Context: an optimization exercise on an open-source flow, tuned for small area, a short achievable clock period and few clock cycles per item. The choices shown serve that exercise and are no tape-out recipe.
No functional check of the RTL was part of this run.
Power is estimated from default activity; no workload was simulated.

==> design.v <==
module booth_multiplier(
    input         clk,
    input         reset_n,
    input         op_start,
    input         op_clear,
    input  [31:0] multiplier,
    input  [31:0] multiplicand,
    output        op_done,
    output [63:0] result
);
  reg       busy, done;
  reg [2:0] cnt;
  wire      idle = !busy && !done;
  wire      fin  = cnt[2];                        
  wire      last = (cnt == 3'd3);         
  reg  [31:0] m_q;           
  reg  [31:0] lo_q;          
  reg  [31:0] s_q, c_q;      
  reg  [7:0]  rs_q, rc_q;    
  reg         cy_q;          
  reg  [3:0]  one_q, two_q, ng_q;   
  function [11:0] enc;
    input [7:0] b;
    input       bm;
    integer i;
    reg [8:0] x;
    begin
      x = {b, bm};
      for (i = 0; i < 4; i = i + 1) begin
        enc[i]         = x[2*i+1] ^ x[2*i];
        enc[4+i]     = (x[2*i+2] & ~x[2*i+1] & ~x[2*i]) | (~x[2*i+2] & x[2*i+1] & x[2*i]);
        enc[8+i]   = x[2*i+2];
      end
    end
  endfunction
  wire [11:0] enc_next = busy ? enc(lo_q[15:8], lo_q[7]) : enc(multiplier[7:0], 1'b0);
  wire [32:0] mg0 = ({33{one_q[0]}} & {m_q[31], m_q}) | ({33{two_q[0]}} & {m_q, 1'b0});
  wire [32:0] pp0 = mg0 ^ {33{ng_q[0]}};
  wire [32:0] e0 = {~pp0[32], pp0[31:0]};
  wire [32:0] mg1 = ({33{one_q[1]}} & {m_q[31], m_q}) | ({33{two_q[1]}} & {m_q, 1'b0});
  wire [32:0] pp1 = mg1 ^ {33{ng_q[1]}};
  wire [32:0] e1 = {~pp1[32], pp1[31:0]};
  wire [32:0] mg2 = ({33{one_q[2]}} & {m_q[31], m_q}) | ({33{two_q[2]}} & {m_q, 1'b0});
  wire [32:0] pp2 = mg2 ^ {33{ng_q[2]}};
  wire [32:0] e2 = {~pp2[32], pp2[31:0]};
  wire [32:0] mg3 = ({33{one_q[3]}} & {m_q[31], m_q}) | ({33{two_q[3]}} & {m_q, 1'b0});
  wire [32:0] pp3 = mg3 ^ {33{ng_q[3]}};
  wire [32:0] e3 = {~pp3[32], pp3[31:0]};
  wire fs1;
  wire fc2;
  wire hs3;
  wire hc4;
  wire hs5;
  wire hc6;
  wire fs7;
  wire fc8;
  wire fs9;
  wire fc10;
  wire hs11;
  wire hc12;
  wire hs13;
  wire hc14;
  wire fs15;
  wire fc16;
  wire fs17;
  wire fc18;
  wire fs19;
  wire fc20;
  wire fs21;
  wire fc22;
  wire hs23;
  wire hc24;
  wire fs25;
  wire fc26;
  wire hs27;
  wire hc28;
  wire fs29;
  wire fc30;
  wire hs31;
  wire hc32;
  wire fs33;
  wire fc34;
  wire hs35;
  wire hc36;
  wire fs37;
  wire fc38;
  wire fs39;
  wire fc40;
  wire fs41;
  wire fc42;
  wire fs43;
  wire fc44;
  wire fs45;
  wire fc46;
  wire hs47;
  wire hc48;
  wire fs49;
  wire fc50;
  wire fs51;
  wire fc52;
  wire fs53;
  wire fc54;
  wire fs55;
  wire fc56;
  wire hs57;
  wire hc58;
  wire fs59;
  wire fc60;
  wire fs61;
  wire fc62;
  wire hs63;
  wire hc64;
  wire fs65;
  wire fc66;
  wire fs67;
  wire fc68;
  wire hs69;
  wire hc70;
  wire fs71;
  wire fc72;
  wire fs73;
  wire fc74;
  wire fs75;
  wire fc76;
  wire fs77;
  wire fc78;
  wire fs79;
  wire fc80;
  wire hs81;
  wire hc82;
  wire hs83;
  wire hc84;
  wire fs85;
  wire fc86;
  wire fs87;
  wire fc88;
  wire fs89;
  wire fc90;
  wire fs91;
  wire fc92;
  wire hs93;
  wire hc94;
  wire fs95;
  wire fc96;
  wire fs97;
  wire fc98;
  wire fs99;
  wire fc100;
  wire fs101;
  wire fc102;
  wire fs103;
  wire fc104;
  wire hs105;
  wire hc106;
  wire hs107;
  wire hc108;
  wire fs109;
  wire fc110;
  wire fs111;
  wire fc112;
  wire fs113;
  wire fc114;
  wire fs115;
  wire fc116;
  wire hs117;
  wire hc118;
  wire fs119;
  wire fc120;
  wire fs121;
  wire fc122;
  wire fs123;
  wire fc124;
  wire fs125;
  wire fc126;
  wire fs127;
  wire fc128;
  wire hs129;
  wire hc130;
  wire hs131;
  wire hc132;
  wire fs133;
  wire fc134;
  wire fs135;
  wire fc136;
  wire fs137;
  wire fc138;
  wire fs139;
  wire fc140;
  wire hs141;
  wire hc142;
  wire fs143;
  wire fc144;
  wire fs145;
  wire fc146;
  wire fs147;
  wire fc148;
  wire fs149;
  wire fc150;
  wire fs151;
  wire fc152;
  wire hs153;
  wire hc154;
  wire hs155;
  wire hc156;
  wire fs157;
  wire fc158;
  wire fs159;
  wire fc160;
  wire fs161;
  wire fc162;
  wire fs163;
  wire fc164;
  wire hs165;
  wire hc166;
  wire fs167;
  wire fc168;
  wire fs169;
  wire fc170;
  wire fs171;
  wire fc172;
  wire fs173;
  wire fc174;
  wire fs175;
  wire fc176;
  wire hs177;
  wire hc178;
  wire hs179;
  wire hc180;
  wire fs181;
  wire fc182;
  wire fs183;
  wire fc184;
  wire fs185;
  wire fc186;
  wire fs187;
  wire fc188;
  wire hs189;
  wire hc190;
  wire fs191;
  wire fc192;
  wire fs193;
  wire fc194;
  wire fs195;
  wire fc196;
  wire fs197;
  wire fc198;
  wire fs199;
  wire fc200;
  wire hs201;
  wire hc202;
  wire hs203;
  wire hc204;
  wire fs205;
  wire fc206;
  wire fs207;
  wire fc208;
  wire fs209;
  wire fc210;
  wire fs211;
  wire fc212;
  wire hs213;
  wire hc214;
  wire fs215;
  wire fc216;
  wire fs217;
  wire fc218;
  wire fs219;
  wire fc220;
  wire fs221;
  wire fc222;
  wire fs223;
  wire fc224;
  wire hs225;
  wire hc226;
  wire hs227;
  wire hc228;
  wire fs229;
  wire fc230;
  wire fs231;
  wire fc232;
  wire fs233;
  wire fc234;
  wire fs235;
  wire fc236;
  wire hs237;
  wire hc238;
  wire fs239;
  wire fc240;
  wire fs241;
  wire fc242;
  wire fs243;
  wire fc244;
  wire fs245;
  wire fc246;
  wire fs247;
  wire fc248;
  wire hs249;
  wire hc250;
  wire hs251;
  wire hc252;
  wire fs253;
  wire fc254;
  wire fs255;
  wire fc256;
  wire fs257;
  wire fc258;
  wire fs259;
  wire fc260;
  wire hs261;
  wire hc262;
  wire fs263;
  wire fc264;
  wire fs265;
  wire fc266;
  wire fs267;
  wire fc268;
  wire fs269;
  wire fc270;
  wire fs271;
  wire fc272;
  wire hs273;
  wire hc274;
  wire hs275;
  wire hc276;
  wire fs277;
  wire fc278;
  wire fs279;
  wire fc280;
  wire fs281;
  wire fc282;
  wire fs283;
  wire fc284;
  wire hs285;
  wire hc286;
  wire fs287;
  wire fc288;
  wire fs289;
  wire fc290;
  wire fs291;
  wire fc292;
  wire fs293;
  wire fc294;
  wire fs295;
  wire fc296;
  wire hs297;
  wire hc298;
  wire hs299;
  wire hc300;
  wire fs301;
  wire fc302;
  wire fs303;
  wire fc304;
  wire fs305;
  wire fc306;
  wire fs307;
  wire fc308;
  wire hs309;
  wire hc310;
  wire fs311;
  wire fc312;
  wire fs313;
  wire fc314;
  wire fs315;
  wire fc316;
  wire fs317;
  wire fc318;
  wire fs319;
  wire fc320;
  wire hs321;
  wire hc322;
  wire hs323;
  wire hc324;
  wire fs325;
  wire fc326;
  wire fs327;
  wire fc328;
  wire fs329;
  wire fc330;
  wire fs331;
  wire fc332;
  wire hs333;
  wire hc334;
  wire fs335;
  wire fc336;
  wire fs337;
  wire fc338;
  wire fs339;
  wire fc340;
  wire fs341;
  wire fc342;
  wire fs343;
  wire fc344;
  wire fs345;
  wire fc346;
  wire fs347;
  wire fc348;
  wire fs349;
  wire fc350;
  wire fs351;
  wire fc352;
  wire fs353;
  wire fc354;
  wire fs355;
  wire fc356;
  wire fs357;
  wire fc358;
  wire fs359;
  wire fc360;
  wire hs361;
  wire hc362;
  wire hs363;
  wire hc364;
  wire fs365;
  wire fc366;
  wire hs367;
  wire hc368;
  wire hs369;
  wire hc370;
  wire hs371;
  wire hc372;
  wire hs373;
  wire hc374;
  wire hs375;
  wire hc376;
  wire hs377;
  wire hc378;
  wire hs379;
  wire hc380;
  wire hs381;
  wire hc382;
  wire hs383;
  wire hc384;
  wire hs385;
  wire hc386;
  wire hs387;
  wire hc388;
  mul_fa u_fs1 (.a(c_q[0]), .b(ng_q[0]), .ci(s_q[0]), .s(fs1), .co(fc2));
  mul_ha u_hs3 (.a(c_q[1]), .b(s_q[1]), .s(hs3), .c(hc4));
  mul_ha u_hs5 (.a(hs3), .b(fc2), .s(hs5), .c(hc6));
  mul_fa u_fs7 (.a(c_q[2]), .b(ng_q[1]), .ci(s_q[2]), .s(fs7), .co(fc8));
  mul_fa u_fs9 (.a(hc4), .b(fs7), .ci(e0[2]), .s(fs9), .co(fc10));
  mul_ha u_hs11 (.a(e1[0]), .b(hc6), .s(hs11), .c(hc12));
  mul_ha u_hs13 (.a(c_q[3]), .b(s_q[3]), .s(hs13), .c(hc14));
  mul_fa u_fs15 (.a(hs13), .b(fc8), .ci(e0[3]), .s(fs15), .co(fc16));
  mul_fa u_fs17 (.a(e1[1]), .b(hc12), .ci(fc10), .s(fs17), .co(fc18));
  mul_fa u_fs19 (.a(c_q[4]), .b(ng_q[2]), .ci(s_q[4]), .s(fs19), .co(fc20));
  mul_fa u_fs21 (.a(hc14), .b(fs19), .ci(e0[4]), .s(fs21), .co(fc22));
  mul_ha u_hs23 (.a(e1[2]), .b(e2[0]), .s(hs23), .c(hc24));
  mul_fa u_fs25 (.a(hs23), .b(fc16), .ci(fs21), .s(fs25), .co(fc26));
  mul_ha u_hs27 (.a(c_q[5]), .b(s_q[5]), .s(hs27), .c(hc28));
  mul_fa u_fs29 (.a(hs27), .b(fc20), .ci(e0[5]), .s(fs29), .co(fc30));
  mul_ha u_hs31 (.a(e1[3]), .b(e2[1]), .s(hs31), .c(hc32));
  mul_fa u_fs33 (.a(hc24), .b(hs31), .ci(fc22), .s(fs33), .co(fc34));
  mul_ha u_hs35 (.a(fs29), .b(fs33), .s(hs35), .c(hc36));
  mul_fa u_fs37 (.a(c_q[6]), .b(ng_q[3]), .ci(s_q[6]), .s(fs37), .co(fc38));
  mul_fa u_fs39 (.a(hc28), .b(fs37), .ci(e0[6]), .s(fs39), .co(fc40));
  mul_fa u_fs41 (.a(e1[4]), .b(e2[2]), .ci(e3[0]), .s(fs41), .co(fc42));
  mul_fa u_fs43 (.a(hc32), .b(fc30), .ci(fs39), .s(fs43), .co(fc44));
  mul_fa u_fs45 (.a(fs41), .b(fc34), .ci(fs43), .s(fs45), .co(fc46));
  mul_ha u_hs47 (.a(c_q[7]), .b(s_q[7]), .s(hs47), .c(hc48));
  mul_fa u_fs49 (.a(hs47), .b(fc38), .ci(e0[7]), .s(fs49), .co(fc50));
  mul_fa u_fs51 (.a(e1[5]), .b(e2[3]), .ci(e3[1]), .s(fs51), .co(fc52));
  mul_fa u_fs53 (.a(fc40), .b(fc42), .ci(fs49), .s(fs53), .co(fc54));
  mul_fa u_fs55 (.a(fs51), .b(fc44), .ci(fs53), .s(fs55), .co(fc56));
  mul_ha u_hs57 (.a(c_q[8]), .b(s_q[8]), .s(hs57), .c(hc58));
  mul_fa u_fs59 (.a(hc48), .b(hs57), .ci(last), .s(fs59), .co(fc60));
  mul_fa u_fs61 (.a(e0[8]), .b(e1[6]), .ci(e2[4]), .s(fs61), .co(fc62));
  mul_ha u_hs63 (.a(e3[2]), .b(fs59), .s(hs63), .c(hc64));
  mul_fa u_fs65 (.a(fc50), .b(fc52), .ci(fs61), .s(fs65), .co(fc66));
  mul_fa u_fs67 (.a(hs63), .b(fc54), .ci(fs65), .s(fs67), .co(fc68));
  mul_ha u_hs69 (.a(c_q[9]), .b(s_q[9]), .s(hs69), .c(hc70));
  mul_fa u_fs71 (.a(hc58), .b(hs69), .ci(last), .s(fs71), .co(fc72));
  mul_fa u_fs73 (.a(e0[9]), .b(e1[7]), .ci(e2[5]), .s(fs73), .co(fc74));
  mul_fa u_fs75 (.a(e3[3]), .b(fc60), .ci(fs71), .s(fs75), .co(fc76));
  mul_fa u_fs77 (.a(fc62), .b(hc64), .ci(fs73), .s(fs77), .co(fc78));
  mul_fa u_fs79 (.a(fs75), .b(fc66), .ci(fs77), .s(fs79), .co(fc80));
  mul_ha u_hs81 (.a(c_q[10]), .b(s_q[10]), .s(hs81), .c(hc82));
  mul_ha u_hs83 (.a(hc70), .b(hs81), .s(hs83), .c(hc84));
  mul_fa u_fs85 (.a(e0[10]), .b(e1[8]), .ci(e2[6]), .s(fs85), .co(fc86));
  mul_fa u_fs87 (.a(e3[4]), .b(hs83), .ci(fc72), .s(fs87), .co(fc88));
  mul_fa u_fs89 (.a(fc74), .b(fs85), .ci(fc76), .s(fs89), .co(fc90));
  mul_fa u_fs91 (.a(fs87), .b(fc78), .ci(fs89), .s(fs91), .co(fc92));
  mul_ha u_hs93 (.a(c_q[11]), .b(s_q[11]), .s(hs93), .c(hc94));
  mul_fa u_fs95 (.a(hc82), .b(hs93), .ci(last), .s(fs95), .co(fc96));
  mul_fa u_fs97 (.a(hc84), .b(e0[11]), .ci(e1[9]), .s(fs97), .co(fc98));
  mul_fa u_fs99 (.a(e2[7]), .b(e3[5]), .ci(fs95), .s(fs99), .co(fc100));
  mul_fa u_fs101 (.a(fc86), .b(fs97), .ci(fc88), .s(fs101), .co(fc102));
  mul_fa u_fs103 (.a(fs99), .b(fc90), .ci(fs101), .s(fs103), .co(fc104));
  mul_ha u_hs105 (.a(c_q[12]), .b(s_q[12]), .s(hs105), .c(hc106));
  mul_ha u_hs107 (.a(hc94), .b(hs105), .s(hs107), .c(hc108));
  mul_fa u_fs109 (.a(e0[12]), .b(e1[10]), .ci(e2[8]), .s(fs109), .co(fc110));
  mul_fa u_fs111 (.a(e3[6]), .b(hs107), .ci(fc96), .s(fs111), .co(fc112));
  mul_fa u_fs113 (.a(fc98), .b(fs109), .ci(fc100), .s(fs113), .co(fc114));
  mul_fa u_fs115 (.a(fs111), .b(fc102), .ci(fs113), .s(fs115), .co(fc116));
  mul_ha u_hs117 (.a(c_q[13]), .b(s_q[13]), .s(hs117), .c(hc118));
  mul_fa u_fs119 (.a(hc106), .b(hs117), .ci(last), .s(fs119), .co(fc120));
  mul_fa u_fs121 (.a(hc108), .b(e0[13]), .ci(e1[11]), .s(fs121), .co(fc122));
  mul_fa u_fs123 (.a(e2[9]), .b(e3[7]), .ci(fs119), .s(fs123), .co(fc124));
  mul_fa u_fs125 (.a(fc110), .b(fs121), .ci(fc112), .s(fs125), .co(fc126));
  mul_fa u_fs127 (.a(fs123), .b(fc114), .ci(fs125), .s(fs127), .co(fc128));
  mul_ha u_hs129 (.a(c_q[14]), .b(s_q[14]), .s(hs129), .c(hc130));
  mul_ha u_hs131 (.a(hc118), .b(hs129), .s(hs131), .c(hc132));
  mul_fa u_fs133 (.a(e0[14]), .b(e1[12]), .ci(e2[10]), .s(fs133), .co(fc134));
  mul_fa u_fs135 (.a(e3[8]), .b(hs131), .ci(fc120), .s(fs135), .co(fc136));
  mul_fa u_fs137 (.a(fc122), .b(fs133), .ci(fc124), .s(fs137), .co(fc138));
  mul_fa u_fs139 (.a(fs135), .b(fc126), .ci(fs137), .s(fs139), .co(fc140));
  mul_ha u_hs141 (.a(c_q[15]), .b(s_q[15]), .s(hs141), .c(hc142));
  mul_fa u_fs143 (.a(hc130), .b(hs141), .ci(last), .s(fs143), .co(fc144));
  mul_fa u_fs145 (.a(hc132), .b(e0[15]), .ci(e1[13]), .s(fs145), .co(fc146));
  mul_fa u_fs147 (.a(e2[11]), .b(e3[9]), .ci(fs143), .s(fs147), .co(fc148));
  mul_fa u_fs149 (.a(fc134), .b(fs145), .ci(fc136), .s(fs149), .co(fc150));
  mul_fa u_fs151 (.a(fs147), .b(fc138), .ci(fs149), .s(fs151), .co(fc152));
  mul_ha u_hs153 (.a(c_q[16]), .b(s_q[16]), .s(hs153), .c(hc154));
  mul_ha u_hs155 (.a(hc142), .b(hs153), .s(hs155), .c(hc156));
  mul_fa u_fs157 (.a(e0[16]), .b(e1[14]), .ci(e2[12]), .s(fs157), .co(fc158));
  mul_fa u_fs159 (.a(e3[10]), .b(hs155), .ci(fc144), .s(fs159), .co(fc160));
  mul_fa u_fs161 (.a(fc146), .b(fs157), .ci(fc148), .s(fs161), .co(fc162));
  mul_fa u_fs163 (.a(fs159), .b(fc150), .ci(fs161), .s(fs163), .co(fc164));
  mul_ha u_hs165 (.a(c_q[17]), .b(s_q[17]), .s(hs165), .c(hc166));
  mul_fa u_fs167 (.a(hc154), .b(hs165), .ci(last), .s(fs167), .co(fc168));
  mul_fa u_fs169 (.a(hc156), .b(e0[17]), .ci(e1[15]), .s(fs169), .co(fc170));
  mul_fa u_fs171 (.a(e2[13]), .b(e3[11]), .ci(fs167), .s(fs171), .co(fc172));
  mul_fa u_fs173 (.a(fc158), .b(fs169), .ci(fc160), .s(fs173), .co(fc174));
  mul_fa u_fs175 (.a(fs171), .b(fc162), .ci(fs173), .s(fs175), .co(fc176));
  mul_ha u_hs177 (.a(c_q[18]), .b(s_q[18]), .s(hs177), .c(hc178));
  mul_ha u_hs179 (.a(hc166), .b(hs177), .s(hs179), .c(hc180));
  mul_fa u_fs181 (.a(e0[18]), .b(e1[16]), .ci(e2[14]), .s(fs181), .co(fc182));
  mul_fa u_fs183 (.a(e3[12]), .b(hs179), .ci(fc168), .s(fs183), .co(fc184));
  mul_fa u_fs185 (.a(fc170), .b(fs181), .ci(fc172), .s(fs185), .co(fc186));
  mul_fa u_fs187 (.a(fs183), .b(fc174), .ci(fs185), .s(fs187), .co(fc188));
  mul_ha u_hs189 (.a(c_q[19]), .b(s_q[19]), .s(hs189), .c(hc190));
  mul_fa u_fs191 (.a(hc178), .b(hs189), .ci(last), .s(fs191), .co(fc192));
  mul_fa u_fs193 (.a(hc180), .b(e0[19]), .ci(e1[17]), .s(fs193), .co(fc194));
  mul_fa u_fs195 (.a(e2[15]), .b(e3[13]), .ci(fs191), .s(fs195), .co(fc196));
  mul_fa u_fs197 (.a(fc182), .b(fs193), .ci(fc184), .s(fs197), .co(fc198));
  mul_fa u_fs199 (.a(fs195), .b(fc186), .ci(fs197), .s(fs199), .co(fc200));
  mul_ha u_hs201 (.a(c_q[20]), .b(s_q[20]), .s(hs201), .c(hc202));
  mul_ha u_hs203 (.a(hc190), .b(hs201), .s(hs203), .c(hc204));
  mul_fa u_fs205 (.a(e0[20]), .b(e1[18]), .ci(e2[16]), .s(fs205), .co(fc206));
  mul_fa u_fs207 (.a(e3[14]), .b(hs203), .ci(fc192), .s(fs207), .co(fc208));
  mul_fa u_fs209 (.a(fc194), .b(fs205), .ci(fc196), .s(fs209), .co(fc210));
  mul_fa u_fs211 (.a(fs207), .b(fc198), .ci(fs209), .s(fs211), .co(fc212));
  mul_ha u_hs213 (.a(c_q[21]), .b(s_q[21]), .s(hs213), .c(hc214));
  mul_fa u_fs215 (.a(hc202), .b(hs213), .ci(last), .s(fs215), .co(fc216));
  mul_fa u_fs217 (.a(hc204), .b(e0[21]), .ci(e1[19]), .s(fs217), .co(fc218));
  mul_fa u_fs219 (.a(e2[17]), .b(e3[15]), .ci(fs215), .s(fs219), .co(fc220));
  mul_fa u_fs221 (.a(fc206), .b(fs217), .ci(fc208), .s(fs221), .co(fc222));
  mul_fa u_fs223 (.a(fs219), .b(fc210), .ci(fs221), .s(fs223), .co(fc224));
  mul_ha u_hs225 (.a(c_q[22]), .b(s_q[22]), .s(hs225), .c(hc226));
  mul_ha u_hs227 (.a(hc214), .b(hs225), .s(hs227), .c(hc228));
  mul_fa u_fs229 (.a(e0[22]), .b(e1[20]), .ci(e2[18]), .s(fs229), .co(fc230));
  mul_fa u_fs231 (.a(e3[16]), .b(hs227), .ci(fc216), .s(fs231), .co(fc232));
  mul_fa u_fs233 (.a(fc218), .b(fs229), .ci(fc220), .s(fs233), .co(fc234));
  mul_fa u_fs235 (.a(fs231), .b(fc222), .ci(fs233), .s(fs235), .co(fc236));
  mul_ha u_hs237 (.a(c_q[23]), .b(s_q[23]), .s(hs237), .c(hc238));
  mul_fa u_fs239 (.a(hc226), .b(hs237), .ci(last), .s(fs239), .co(fc240));
  mul_fa u_fs241 (.a(hc228), .b(e0[23]), .ci(e1[21]), .s(fs241), .co(fc242));
  mul_fa u_fs243 (.a(e2[19]), .b(e3[17]), .ci(fs239), .s(fs243), .co(fc244));
  mul_fa u_fs245 (.a(fc230), .b(fs241), .ci(fc232), .s(fs245), .co(fc246));
  mul_fa u_fs247 (.a(fs243), .b(fc234), .ci(fs245), .s(fs247), .co(fc248));
  mul_ha u_hs249 (.a(c_q[24]), .b(s_q[24]), .s(hs249), .c(hc250));
  mul_ha u_hs251 (.a(hc238), .b(hs249), .s(hs251), .c(hc252));
  mul_fa u_fs253 (.a(e0[24]), .b(e1[22]), .ci(e2[20]), .s(fs253), .co(fc254));
  mul_fa u_fs255 (.a(e3[18]), .b(hs251), .ci(fc240), .s(fs255), .co(fc256));
  mul_fa u_fs257 (.a(fc242), .b(fs253), .ci(fc244), .s(fs257), .co(fc258));
  mul_fa u_fs259 (.a(fs255), .b(fc246), .ci(fs257), .s(fs259), .co(fc260));
  mul_ha u_hs261 (.a(c_q[25]), .b(s_q[25]), .s(hs261), .c(hc262));
  mul_fa u_fs263 (.a(hc250), .b(hs261), .ci(last), .s(fs263), .co(fc264));
  mul_fa u_fs265 (.a(hc252), .b(e0[25]), .ci(e1[23]), .s(fs265), .co(fc266));
  mul_fa u_fs267 (.a(e2[21]), .b(e3[19]), .ci(fs263), .s(fs267), .co(fc268));
  mul_fa u_fs269 (.a(fc254), .b(fs265), .ci(fc256), .s(fs269), .co(fc270));
  mul_fa u_fs271 (.a(fs267), .b(fc258), .ci(fs269), .s(fs271), .co(fc272));
  mul_ha u_hs273 (.a(c_q[26]), .b(s_q[26]), .s(hs273), .c(hc274));
  mul_ha u_hs275 (.a(hc262), .b(hs273), .s(hs275), .c(hc276));
  mul_fa u_fs277 (.a(e0[26]), .b(e1[24]), .ci(e2[22]), .s(fs277), .co(fc278));
  mul_fa u_fs279 (.a(e3[20]), .b(hs275), .ci(fc264), .s(fs279), .co(fc280));
  mul_fa u_fs281 (.a(fc266), .b(fs277), .ci(fc268), .s(fs281), .co(fc282));
  mul_fa u_fs283 (.a(fs279), .b(fc270), .ci(fs281), .s(fs283), .co(fc284));
  mul_ha u_hs285 (.a(c_q[27]), .b(s_q[27]), .s(hs285), .c(hc286));
  mul_fa u_fs287 (.a(hc274), .b(hs285), .ci(last), .s(fs287), .co(fc288));
  mul_fa u_fs289 (.a(hc276), .b(e0[27]), .ci(e1[25]), .s(fs289), .co(fc290));
  mul_fa u_fs291 (.a(e2[23]), .b(e3[21]), .ci(fs287), .s(fs291), .co(fc292));
  mul_fa u_fs293 (.a(fc278), .b(fs289), .ci(fc280), .s(fs293), .co(fc294));
  mul_fa u_fs295 (.a(fs291), .b(fc282), .ci(fs293), .s(fs295), .co(fc296));
  mul_ha u_hs297 (.a(c_q[28]), .b(s_q[28]), .s(hs297), .c(hc298));
  mul_ha u_hs299 (.a(hc286), .b(hs297), .s(hs299), .c(hc300));
  mul_fa u_fs301 (.a(e0[28]), .b(e1[26]), .ci(e2[24]), .s(fs301), .co(fc302));
  mul_fa u_fs303 (.a(e3[22]), .b(hs299), .ci(fc288), .s(fs303), .co(fc304));
  mul_fa u_fs305 (.a(fc290), .b(fs301), .ci(fc292), .s(fs305), .co(fc306));
  mul_fa u_fs307 (.a(fs303), .b(fc294), .ci(fs305), .s(fs307), .co(fc308));
  mul_ha u_hs309 (.a(c_q[29]), .b(s_q[29]), .s(hs309), .c(hc310));
  mul_fa u_fs311 (.a(hc298), .b(hs309), .ci(last), .s(fs311), .co(fc312));
  mul_fa u_fs313 (.a(hc300), .b(e0[29]), .ci(e1[27]), .s(fs313), .co(fc314));
  mul_fa u_fs315 (.a(e2[25]), .b(e3[23]), .ci(fs311), .s(fs315), .co(fc316));
  mul_fa u_fs317 (.a(fc302), .b(fs313), .ci(fc304), .s(fs317), .co(fc318));
  mul_fa u_fs319 (.a(fs315), .b(fc306), .ci(fs317), .s(fs319), .co(fc320));
  mul_ha u_hs321 (.a(c_q[30]), .b(s_q[30]), .s(hs321), .c(hc322));
  mul_ha u_hs323 (.a(hc310), .b(hs321), .s(hs323), .c(hc324));
  mul_fa u_fs325 (.a(e0[30]), .b(e1[28]), .ci(e2[26]), .s(fs325), .co(fc326));
  mul_fa u_fs327 (.a(e3[24]), .b(hs323), .ci(fc312), .s(fs327), .co(fc328));
  mul_fa u_fs329 (.a(fc314), .b(fs325), .ci(fc316), .s(fs329), .co(fc330));
  mul_fa u_fs331 (.a(fs327), .b(fc318), .ci(fs329), .s(fs331), .co(fc332));
  mul_ha u_hs333 (.a(c_q[31]), .b(s_q[31]), .s(hs333), .c(hc334));
  mul_fa u_fs335 (.a(hc322), .b(hs333), .ci(last), .s(fs335), .co(fc336));
  mul_fa u_fs337 (.a(hc324), .b(e0[31]), .ci(e1[29]), .s(fs337), .co(fc338));
  mul_fa u_fs339 (.a(e2[27]), .b(e3[25]), .ci(fs335), .s(fs339), .co(fc340));
  mul_fa u_fs341 (.a(fc326), .b(fs337), .ci(fc328), .s(fs341), .co(fc342));
  mul_fa u_fs343 (.a(fs339), .b(fc330), .ci(fs341), .s(fs343), .co(fc344));
  mul_fa u_fs345 (.a(hc334), .b(e0[32]), .ci(e1[30]), .s(fs345), .co(fc346));
  mul_fa u_fs347 (.a(e2[28]), .b(e3[26]), .ci(fc336), .s(fs347), .co(fc348));
  mul_fa u_fs349 (.a(fc338), .b(fs345), .ci(fc340), .s(fs349), .co(fc350));
  mul_fa u_fs351 (.a(fs347), .b(fc342), .ci(fs349), .s(fs351), .co(fc352));
  mul_fa u_fs353 (.a(last), .b(e1[31]), .ci(e2[29]), .s(fs353), .co(fc354));
  mul_fa u_fs355 (.a(e3[27]), .b(fc346), .ci(fs353), .s(fs355), .co(fc356));
  mul_fa u_fs357 (.a(fc348), .b(fs355), .ci(fc350), .s(fs357), .co(fc358));
  mul_fa u_fs359 (.a(e1[32]), .b(e2[30]), .ci(e3[28]), .s(fs359), .co(fc360));
  mul_ha u_hs361 (.a(fc354), .b(fs359), .s(hs361), .c(hc362));
  mul_ha u_hs363 (.a(hs361), .b(fc356), .s(hs363), .c(hc364));
  mul_fa u_fs365 (.a(last), .b(e2[31]), .ci(e3[29]), .s(fs365), .co(fc366));
  mul_ha u_hs367 (.a(fc360), .b(fs365), .s(hs367), .c(hc368));
  mul_ha u_hs369 (.a(hc362), .b(hs367), .s(hs369), .c(hc370));
  mul_ha u_hs371 (.a(e2[32]), .b(e3[30]), .s(hs371), .c(hc372));
  mul_ha u_hs373 (.a(hs371), .b(fc366), .s(hs373), .c(hc374));
  mul_ha u_hs375 (.a(hc368), .b(hs373), .s(hs375), .c(hc376));
  mul_ha u_hs377 (.a(last), .b(e3[31]), .s(hs377), .c(hc378));
  mul_ha u_hs379 (.a(hc372), .b(hs377), .s(hs379), .c(hc380));
  mul_ha u_hs381 (.a(hs379), .b(hc374), .s(hs381), .c(hc382));
  mul_ha u_hs383 (.a(e3[32]), .b(hc378), .s(hs383), .c(hc384));
  mul_ha u_hs385 (.a(hc380), .b(hs383), .s(hs385), .c(hc386));
  mul_ha u_hs387 (.a(last), .b(hc384), .s(hs387), .c(hc388));
  wire [39:0] sn = {hc386, hc382, hc376, hc370, hc364, fc358, fc352, fc344, fc332, fc320, fc308, fc296, fc284, fc272, fc260, fc248, fc236, fc224, fc212, fc200, fc188, fc176, fc164, fc152, fc140, fc128, fc116, fc104, fc92, fc80, fc68, fc56, fc46, hc36, fc26, fc18, fs15, fs9, e0[1], e0[0]};
  wire [39:0] cn = {hs387, hs385, hs381, hs375, hs369, hs363, fs357, fs351, fs343, fs331, fs319, fs307, fs295, fs283, fs271, fs259, fs247, fs235, fs223, fs211, fs199, fs187, fs175, fs163, fs151, fs139, fs127, fs115, fs103, fs91, fs79, fs67, fs55, fs45, hs35, fs25, fs17, hs11, hs5, fs1};
  wire [39:0] ad_sum;
  wire        ad_cy;                     
  mul_add40 u_ad (.a({s_q, rs_q}), .b({c_q, rc_q}), .ci(cy_q), .s(ad_sum), .ct(ad_cy));
  assign op_done = done;
  assign result  = {s_q[31:0], lo_q};
  always @(posedge clk or negedge reset_n) begin
    if (!reset_n) begin
      busy <= 1'b0;
      done <= 1'b0;
    end else if (op_clear) begin
      busy <= 1'b0;
      done <= 1'b0;
    end else if (idle) begin
      busy <= op_start;
    end else if (busy && fin) begin
      busy <= 1'b0;
      done <= 1'b1;
    end
  end
  always @(posedge clk) begin
    cnt <= busy ? cnt + 3'd1 : 3'd0;
    if (!busy)
      m_q <= multiplicand;
    if (idle)
      lo_q <= multiplier;
    else if (busy)
      lo_q <= {ad_sum[7:0], lo_q[31:8]};
    if (idle)
      s_q  <= 0;
    else if (busy)
      s_q  <= fin ? ad_sum[39:8] : sn[39:8];
    c_q  <= busy ? cn[39:8] : 32'd0;
    rs_q <= busy ? sn[7:0] : 8'd0;
    rc_q <= busy ? cn[7:0] : 8'd0;
    cy_q <= busy & ad_cy;
    {ng_q, two_q, one_q} <= enc_next;
  end
endmodule
module mul_fa(input a, input b, input ci, output s, output co);
  assign s  = a ^ b ^ ci;
  assign co = (a & b) | (ci & (a ^ b));
endmodule
module mul_ha(input a, input b, output s, output c);
  assign s = a ^ b;
  assign c = a & b;
endmodule
module mul_add40(input [39:0] a, input [39:0] b, input ci, output [39:0] s, output ct);
  wire [39:0] p = a ^ b;
  wire [39:0] g0 = a & b;
  wire [39:0] g = {g0[39:1], g0[0] | (p[0] & ci)};
  wire gg1 = g[1] | (p[1] & g[0]);
  wire pq2 = p[1] & p[0];
  wire gg3 = g[3] | (p[3] & g[2]);
  wire pq4 = p[3] & p[2];
  wire gg5 = g[5] | (p[5] & g[4]);
  wire pq6 = p[5] & p[4];
  wire gg7 = g[7] | (p[7] & g[6]);
  wire pq8 = p[7] & p[6];
  wire gg9 = g[9] | (p[9] & g[8]);
  wire pq10 = p[9] & p[8];
  wire gg11 = g[11] | (p[11] & g[10]);
  wire pq12 = p[11] & p[10];
  wire gg13 = g[13] | (p[13] & g[12]);
  wire pq14 = p[13] & p[12];
  wire gg15 = g[15] | (p[15] & g[14]);
  wire pq16 = p[15] & p[14];
  wire gg17 = g[17] | (p[17] & g[16]);
  wire pq18 = p[17] & p[16];
  wire gg19 = g[19] | (p[19] & g[18]);
  wire pq20 = p[19] & p[18];
  wire gg21 = g[21] | (p[21] & g[20]);
  wire pq22 = p[21] & p[20];
  wire gg23 = g[23] | (p[23] & g[22]);
  wire pq24 = p[23] & p[22];
  wire gg25 = g[25] | (p[25] & g[24]);
  wire pq26 = p[25] & p[24];
  wire gg27 = g[27] | (p[27] & g[26]);
  wire pq28 = p[27] & p[26];
  wire gg29 = g[29] | (p[29] & g[28]);
  wire pq30 = p[29] & p[28];
  wire gg31 = g[31] | (p[31] & g[30]);
  wire pq32 = p[31] & p[30];
  wire gg33 = g[33] | (p[33] & g[32]);
  wire pq34 = p[33] & p[32];
  wire gg35 = g[35] | (p[35] & g[34]);
  wire pq36 = p[35] & p[34];
  wire gg37 = g[37] | (p[37] & g[36]);
  wire pq38 = p[37] & p[36];
  wire gg39 = g[39] | (p[39] & g[38]);
  wire pq40 = p[39] & p[38];
  wire gg41 = g[2] | (p[2] & gg1);
  wire pq42 = p[2] & pq2;
  wire gg43 = gg3 | (pq4 & gg1);
  wire pq44 = pq4 & pq2;
  wire gg45 = g[6] | (p[6] & gg5);
  wire pq46 = p[6] & pq6;
  wire gg47 = gg7 | (pq8 & gg5);
  wire pq48 = pq8 & pq6;
  wire gg49 = g[10] | (p[10] & gg9);
  wire pq50 = p[10] & pq10;
  wire gg51 = gg11 | (pq12 & gg9);
  wire pq52 = pq12 & pq10;
  wire gg53 = g[14] | (p[14] & gg13);
  wire pq54 = p[14] & pq14;
  wire gg55 = gg15 | (pq16 & gg13);
  wire pq56 = pq16 & pq14;
  wire gg57 = g[18] | (p[18] & gg17);
  wire pq58 = p[18] & pq18;
  wire gg59 = gg19 | (pq20 & gg17);
  wire pq60 = pq20 & pq18;
  wire gg61 = g[22] | (p[22] & gg21);
  wire pq62 = p[22] & pq22;
  wire gg63 = gg23 | (pq24 & gg21);
  wire pq64 = pq24 & pq22;
  wire gg65 = g[26] | (p[26] & gg25);
  wire pq66 = p[26] & pq26;
  wire gg67 = gg27 | (pq28 & gg25);
  wire pq68 = pq28 & pq26;
  wire gg69 = g[30] | (p[30] & gg29);
  wire pq70 = p[30] & pq30;
  wire gg71 = gg31 | (pq32 & gg29);
  wire pq72 = pq32 & pq30;
  wire gg73 = g[34] | (p[34] & gg33);
  wire pq74 = p[34] & pq34;
  wire gg75 = gg35 | (pq36 & gg33);
  wire pq76 = pq36 & pq34;
  wire gg77 = g[38] | (p[38] & gg37);
  wire pq78 = p[38] & pq38;
  wire gg79 = gg39 | (pq40 & gg37);
  wire pq80 = pq40 & pq38;
  wire gg81 = g[4] | (p[4] & gg43);
  wire pq82 = p[4] & pq44;
  wire gg83 = gg5 | (pq6 & gg43);
  wire pq84 = pq6 & pq44;
  wire gg85 = gg45 | (pq46 & gg43);
  wire pq86 = pq46 & pq44;
  wire gg87 = gg47 | (pq48 & gg43);
  wire pq88 = pq48 & pq44;
  wire gg89 = g[12] | (p[12] & gg51);
  wire pq90 = p[12] & pq52;
  wire gg91 = gg13 | (pq14 & gg51);
  wire pq92 = pq14 & pq52;
  wire gg93 = gg53 | (pq54 & gg51);
  wire pq94 = pq54 & pq52;
  wire gg95 = gg55 | (pq56 & gg51);
  wire pq96 = pq56 & pq52;
  wire gg97 = g[20] | (p[20] & gg59);
  wire pq98 = p[20] & pq60;
  wire gg99 = gg21 | (pq22 & gg59);
  wire pq100 = pq22 & pq60;
  wire gg101 = gg61 | (pq62 & gg59);
  wire pq102 = pq62 & pq60;
  wire gg103 = gg63 | (pq64 & gg59);
  wire pq104 = pq64 & pq60;
  wire gg105 = g[28] | (p[28] & gg67);
  wire pq106 = p[28] & pq68;
  wire gg107 = gg29 | (pq30 & gg67);
  wire pq108 = pq30 & pq68;
  wire gg109 = gg69 | (pq70 & gg67);
  wire pq110 = pq70 & pq68;
  wire gg111 = gg71 | (pq72 & gg67);
  wire pq112 = pq72 & pq68;
  wire gg113 = g[36] | (p[36] & gg75);
  wire pq114 = p[36] & pq76;
  wire gg115 = gg37 | (pq38 & gg75);
  wire pq116 = pq38 & pq76;
  wire gg117 = gg77 | (pq78 & gg75);
  wire pq118 = pq78 & pq76;
  wire gg119 = gg79 | (pq80 & gg75);
  wire pq120 = pq80 & pq76;
  wire gg121 = g[8] | (p[8] & gg87);
  wire pq122 = p[8] & pq88;
  wire gg123 = gg9 | (pq10 & gg87);
  wire pq124 = pq10 & pq88;
  wire gg125 = gg49 | (pq50 & gg87);
  wire pq126 = pq50 & pq88;
  wire gg127 = gg51 | (pq52 & gg87);
  wire pq128 = pq52 & pq88;
  wire gg129 = gg89 | (pq90 & gg87);
  wire pq130 = pq90 & pq88;
  wire gg131 = gg91 | (pq92 & gg87);
  wire pq132 = pq92 & pq88;
  wire gg133 = gg93 | (pq94 & gg87);
  wire pq134 = pq94 & pq88;
  wire gg135 = gg95 | (pq96 & gg87);
  wire pq136 = pq96 & pq88;
  wire gg137 = g[24] | (p[24] & gg103);
  wire pq138 = p[24] & pq104;
  wire gg139 = gg25 | (pq26 & gg103);
  wire pq140 = pq26 & pq104;
  wire gg141 = gg65 | (pq66 & gg103);
  wire pq142 = pq66 & pq104;
  wire gg143 = gg67 | (pq68 & gg103);
  wire pq144 = pq68 & pq104;
  wire gg145 = gg105 | (pq106 & gg103);
  wire pq146 = pq106 & pq104;
  wire gg147 = gg107 | (pq108 & gg103);
  wire pq148 = pq108 & pq104;
  wire gg149 = gg109 | (pq110 & gg103);
  wire pq150 = pq110 & pq104;
  wire gg151 = gg111 | (pq112 & gg103);
  wire pq152 = pq112 & pq104;
  wire gg153 = g[16] | (p[16] & gg135);
  wire pq154 = p[16] & pq136;
  wire gg155 = gg17 | (pq18 & gg135);
  wire pq156 = pq18 & pq136;
  wire gg157 = gg57 | (pq58 & gg135);
  wire pq158 = pq58 & pq136;
  wire gg159 = gg59 | (pq60 & gg135);
  wire pq160 = pq60 & pq136;
  wire gg161 = gg97 | (pq98 & gg135);
  wire pq162 = pq98 & pq136;
  wire gg163 = gg99 | (pq100 & gg135);
  wire pq164 = pq100 & pq136;
  wire gg165 = gg101 | (pq102 & gg135);
  wire pq166 = pq102 & pq136;
  wire gg167 = gg103 | (pq104 & gg135);
  wire pq168 = pq104 & pq136;
  wire gg169 = gg137 | (pq138 & gg135);
  wire pq170 = pq138 & pq136;
  wire gg171 = gg139 | (pq140 & gg135);
  wire pq172 = pq140 & pq136;
  wire gg173 = gg141 | (pq142 & gg135);
  wire pq174 = pq142 & pq136;
  wire gg175 = gg143 | (pq144 & gg135);
  wire pq176 = pq144 & pq136;
  wire gg177 = gg145 | (pq146 & gg135);
  wire pq178 = pq146 & pq136;
  wire gg179 = gg147 | (pq148 & gg135);
  wire pq180 = pq148 & pq136;
  wire gg181 = gg149 | (pq150 & gg135);
  wire pq182 = pq150 & pq136;
  wire gg183 = gg151 | (pq152 & gg135);
  wire pq184 = pq152 & pq136;
  wire gg185 = g[32] | (p[32] & gg183);
  wire pq186 = p[32] & pq184;
  wire gg187 = gg33 | (pq34 & gg183);
  wire pq188 = pq34 & pq184;
  wire gg189 = gg73 | (pq74 & gg183);
  wire pq190 = pq74 & pq184;
  wire gg191 = gg75 | (pq76 & gg183);
  wire pq192 = pq76 & pq184;
  wire gg193 = gg113 | (pq114 & gg183);
  wire pq194 = pq114 & pq184;
  wire gg195 = gg115 | (pq116 & gg183);
  wire pq196 = pq116 & pq184;
  wire gg197 = gg117 | (pq118 & gg183);
  wire pq198 = pq118 & pq184;
  wire gg199 = gg119 | (pq120 & gg183);
  wire pq200 = pq120 & pq184;
  assign s = p ^ {gg197, gg195, gg193, gg191, gg189, gg187, gg185, gg183, gg181, gg179, gg177, gg175, gg173, gg171, gg169, gg167, gg165, gg163, gg161, gg159, gg157, gg155, gg153, gg135, gg133, gg131, gg129, gg127, gg125, gg123, gg121, gg87, gg85, gg83, gg81, gg43, gg41, gg1, g[0], ci};
  assign ct = gg87;
endmodule
==> flow/run.sh <==
#!/bin/bash
# Standard layout, except: plain buf_1 cells as the port buffers, and a
# clock tree of clkbuf_4 cells without dummy loads.
export BUFFER_PORTS_ARGS="-buffer_cell sky130_fd_sc_hd__buf_1"
export CTS_ARGS="-sink_clustering_enable -repair_clock_nets -dont_use_dummy_load -root_buf sky130_fd_sc_hd__clkbuf_16 -buf_list \"sky130_fd_sc_hd__clkbuf_4 sky130_fd_sc_hd__clkbuf_8\""
bash standard.sh > standard.log 2>&1
==> standard.sh <==
#!/bin/bash
# synth_recipe.tcl (not shown) runs the flow's synth.tcl, then flattens the netlist and writes it again
# the make line also repeats each setting of config.mk as NAME=value (left out here)
make -C /OpenROAD-flow-scripts/flow DESIGN_CONFIG=/design/flow/config.mk WORK_HOME=/design/flow/orfs CLKGATE_MAP_FILE= SYNTH_SCRIPT=/design/flow/synth_recipe.tcl "${@:-finish}"
==> config.mk <==
export PLATFORM = sky130hd
export DESIGN_NAME = booth_multiplier
export DESIGN_NICKNAME = booth_multiplier
export VERILOG_FILES = /design/flow/design.v
export SDC_FILE = /design/flow/constraint.sdc
export NUM_CORES = 4
export LEC_CHECK = 0
export CAP_MARGIN = 20
export CORE_MARGIN = 2
export CORE_UTILIZATION = 40
export PLACE_DENSITY = 0.75
export SETUP_SLACK_MARGIN = 2.0
export SLEW_MARGIN = 20
export SYNTH_HIERARCHICAL = 1
export SYNTH_MINIMUM_KEEP_SIZE = 0
==> constraint.sdc <==
create_clock -name core_clock -period 5.0 [get_ports {clk}]
set_input_delay 1.0000 -clock core_clock [delete_from_list [all_inputs] [get_ports {clk}]]
set_output_delay 1.0000 -clock core_clock [all_outputs]
set_load 0.01 [all_outputs]
==> run summary <==
## placed cells by master (no fill, tap or decap), types with 26 or more instances in the layout
master / count
nand3_1: 33
mux2_4: 29
fa_1: 120
mux2i_1: 32
and2_1: 51
o21ai_0: 28
dfxtp_1: 81
buf_1: 132
a22oi_2: 27
ha_1: 95
a22oi_1: 98
xnor2_1: 146
nand2_1: 26
edfxtp_1: 64
## repair_timing
| action | 4_1_cts | 5_1_grt |
|---|---|---|
| resized for setup | 19 | 59 |
| setup buffers | 5 | 8 |
| pin swaps | 7 | 26 |
| setup endpoints to repair | 63 | 47 |
## routing by layer
metal  wire, um  track usage
met1      14000        0.244
met5          0            0
met2      16900        0.327
met4       1020       0.0724
met3       2080       0.0387
## logic make-up after synthesis
family	count (synthesis)
AO/OA/AOI/OAI	240
adder cells (fa/ha/maj)	240
XOR/XNOR	171
flip-flops	162
AND/OR/NAND/NOR	154
buffers and inverters	123
multiplexers	67
## cell type report
type,instances,area share
Multi-Input combinational cell,872,0.621
Clock buffer,17,0.0166
Tap cell,448,0.0378
Sequential cell,162,0.266
Timing Repair Buffer,161,0.0536
Inverter,22,0.00566
## power by group
| part | internal, mW | switching (mW) |
|---|---|---|
| combinational | 2.33 | 2.50 |
| clock | 0.321 | 0.440 |
| sequential | 1.68 | 0.406 |
| total | 4.33 | 3.35 |
## worst max-delay path: stages (launching register included)
cell and delay, ns:
dfxtp_2 0.33, inv_2 0.04, fa_2 0.37, inv_2 0.07, fa_2 0.19, a21o_1 0.15
o21ai_2 0.08, a32o_2 0.29, o41ai_4 0.34, buf_12 0.20, a21oi_2 0.08, o21bai_4 0.18
buf_4 0.14, o2111ai_1 0.10, o311ai_1 0.11, mux2i_1 0.12, o21ai_0 0.16
## per-module statistics from Yosys, one instance, submodules excluded
| module | flops+latches | copies in the design | cells | area [um2] |
|---|---|---|---|---|
| booth_multiplier | 162 | 1 | 760 | 8610 |
| mul_add40 | 0 | 1 | 203 | 1630 |
| mul_fa | 0 | 136 | 1 | 20.0 |
| mul_ha | 0 | 58 | 1 | 12.5 |
## state kept, by name, summed over array words and instances (netlist names)
| register | cells |
|---|---|
| one_q | 4 |
| c_q | 32 |
| cnt | 3 |
| busy | 1 |
| cy_q | 1 |
| two_q | 4 |
| rs_q | 8 |
| m_q | 32 |
| done | 1 |
| s_q | 32 |
| rc_q | 8 |
| ng_q | 4 |
| lo_q | 32 |
## worst min path at each step
| stage | endpoint | slack [ns] | cells past startpoint |
|---|---|---|---|
| 4_1_cts | done | 0.40 | 1 |
| 6_report | busy | 0.41 | 1 |
| 5_1_grt | done | 0.41 | 1 |
| 3_3_place_gp | cnt[0] | 0.40 | 1 |
| 2_1_floorplan | cnt[0] | 0.39 | 1 |
| 3_5_place_dp | cnt[0] | 0.41 | 1 |
==> out/results.txt <==
Crit start category - flip-flop
Placer Congestion - 0.873
Largest family of logic cells by synthesized area - adder cells
Setup ws final - 1.99 ns
Mapped Nets - 1465
Area after DPL - 14200 um2
First-pass GRT wire length - 53.8 mm
Worst EP required - 5.30 ns
Routed wire per std cell - 20.2 um
Final Non-Filler Cells - 1682
CP Max Fanout - 6
Total chip power - 7.68 mW
Via density - 5.52
Post-synth ARST share - 0.0123
DRC - 0
Reg2reg path depth - 16
Max_slew headroom - 0.514
Adder-cell share of the synthesized area - 0.298
Synth cell types - 61
Worst r2r src - cy_q
Pre-CTS setup slack - 1.52 ns
Starting DRC count in detailed routing - 756
Pwr dens - 518 nW/um2
Vias - 9292
Synthesized area - 13700 um2
Total die area - 35700 um2
Remaining antenna violation count - 0
Synth Warn # - 7
NumNets Final - 1544
Number of I/O port buffers - 132
Post-DP HPWL - 24.9 mm
EDFF count, synth - 64
Utilization after layout - 0.441
End of the critical path - s_q[22]
Ports - 133
Overflow after GRT - 0
Reg2reg setup slack - 1.99 ns
FF-to-FF End - s_q[22]
Crit path time final - 3.01 ns
Largest net degree at the start of global routing - 72
Tcrit/Tclk final - 0.602
Final count of hold timing violations - 0
Fin area - 14800 um2
Clock tree buffer depth - 2
VDD IR max - 204 uV
Vias in the first global route - 9867
Area Growth Syn to Fin - 8.20%
CTS H-Tree Depth - 4
WL final - 34.0 mm
Post-Syn Instances - 1157
Worst-path clk slew - 0.08 ns
Status - no timing/DRC/antenna violations
Yosys reg bits - 162
Layout cell share with drive strength beyond 1 - 0.143
Num Clock Sinks - 162
Die W - 189 um
Largest area contributor in the netlist - fa_1
Initial Utilization - 0.407
CP Class - reg -> reg
Main area contributors after synthesis - fa_1 (21%), dfxtp_1 (14%), edfxtp_1 (14%)
Leading cell types by count after synthesis - xnor2_1 (146), fa_1 (143), a22oi_1 (98), ha_1 (97), dfxtp_1 (96)
Total CTS buffers - 17
Worst setup EP type - flip-flop
Hold Path Class - in -> async
Syn Area/Cell - 11.8 um2
Synth top area share - 0.209
First-pass DRT Iterations - 6
Least-Margin Pin Slew - 0.730 ns
Post-CTS Hold Fix Bufs - 0
Clk_skew - 0.0461 ns
Leak Pwr - 5.95 nW
Synth Area in Simple Gates - 0.0614
Ys flop type - dfxtp_1
Post-Synth XOR/XNOR Area - 0.109
RSZ-0062 raised after global routing - yes
Clock latency (worst-skew pair) - 0.40 ns
Top-count cell post-synth - xnor2_1
Crit. Startpoint - cy_q
Finish-stage setup viols - 0
CTS tree - built
Register area share after synthesis - 0.284
# fillers - 3040
Area of the multi-input gates - 9190 um2
Inst Count DP - 1652
Worst path arrival time - 3.31 ns
Initial antenna violation count - 0
Max-cap violation count - 0
Post-synthesis mux area share - 0.0601
Antenna diodes - 0
Gr usage total - 0.193
Cell Rows - 67
Fmax - 332 MHz
Reg area - 3940 um2
Chip height - 189 um
Synth Area in Compound Gates - 0.133
Core Area - 33600 um2
Hold slack - 0.411 ns
Clock Tree Root - clkbuf_16
Final Max Slew Viols - 0
Final setup TNS - 0 ns

## port drivers added, routing unchanged
In the flow no input, the clock included, has a driving cell. The finished layout below was timed again as built, in two steps. Step 1 (the two cells are an assumption about what drives the block):
set clk [get_ports {clk}]
set_driving_cell -lib_cell sky130_fd_sc_hd__clkbuf_16 $clk
set_driving_cell -lib_cell sky130_fd_sc_hd__buf_2 [delete_from_list [all_inputs] $clk]
Step 2 times the ports against the registers' clock, not the clock port: input delays grow and output delays shrink by t, the midpoint of the rising clock arrivals with the driver on. Three values: ideal ports, drivers, drivers and shift; two values: the first two.
t (ns): 0.426
setup WS [ns]: 1.989 / 1.989 / 1.989
worst setup path at the end: register to register
worst register clock-pin slew, ns: 0.10 / 0.10
After both steps setup and hold are still met in this run. For this run, drivers alone change the setup slack by 0.000 ns; drivers and shift together by 0.000 ns.
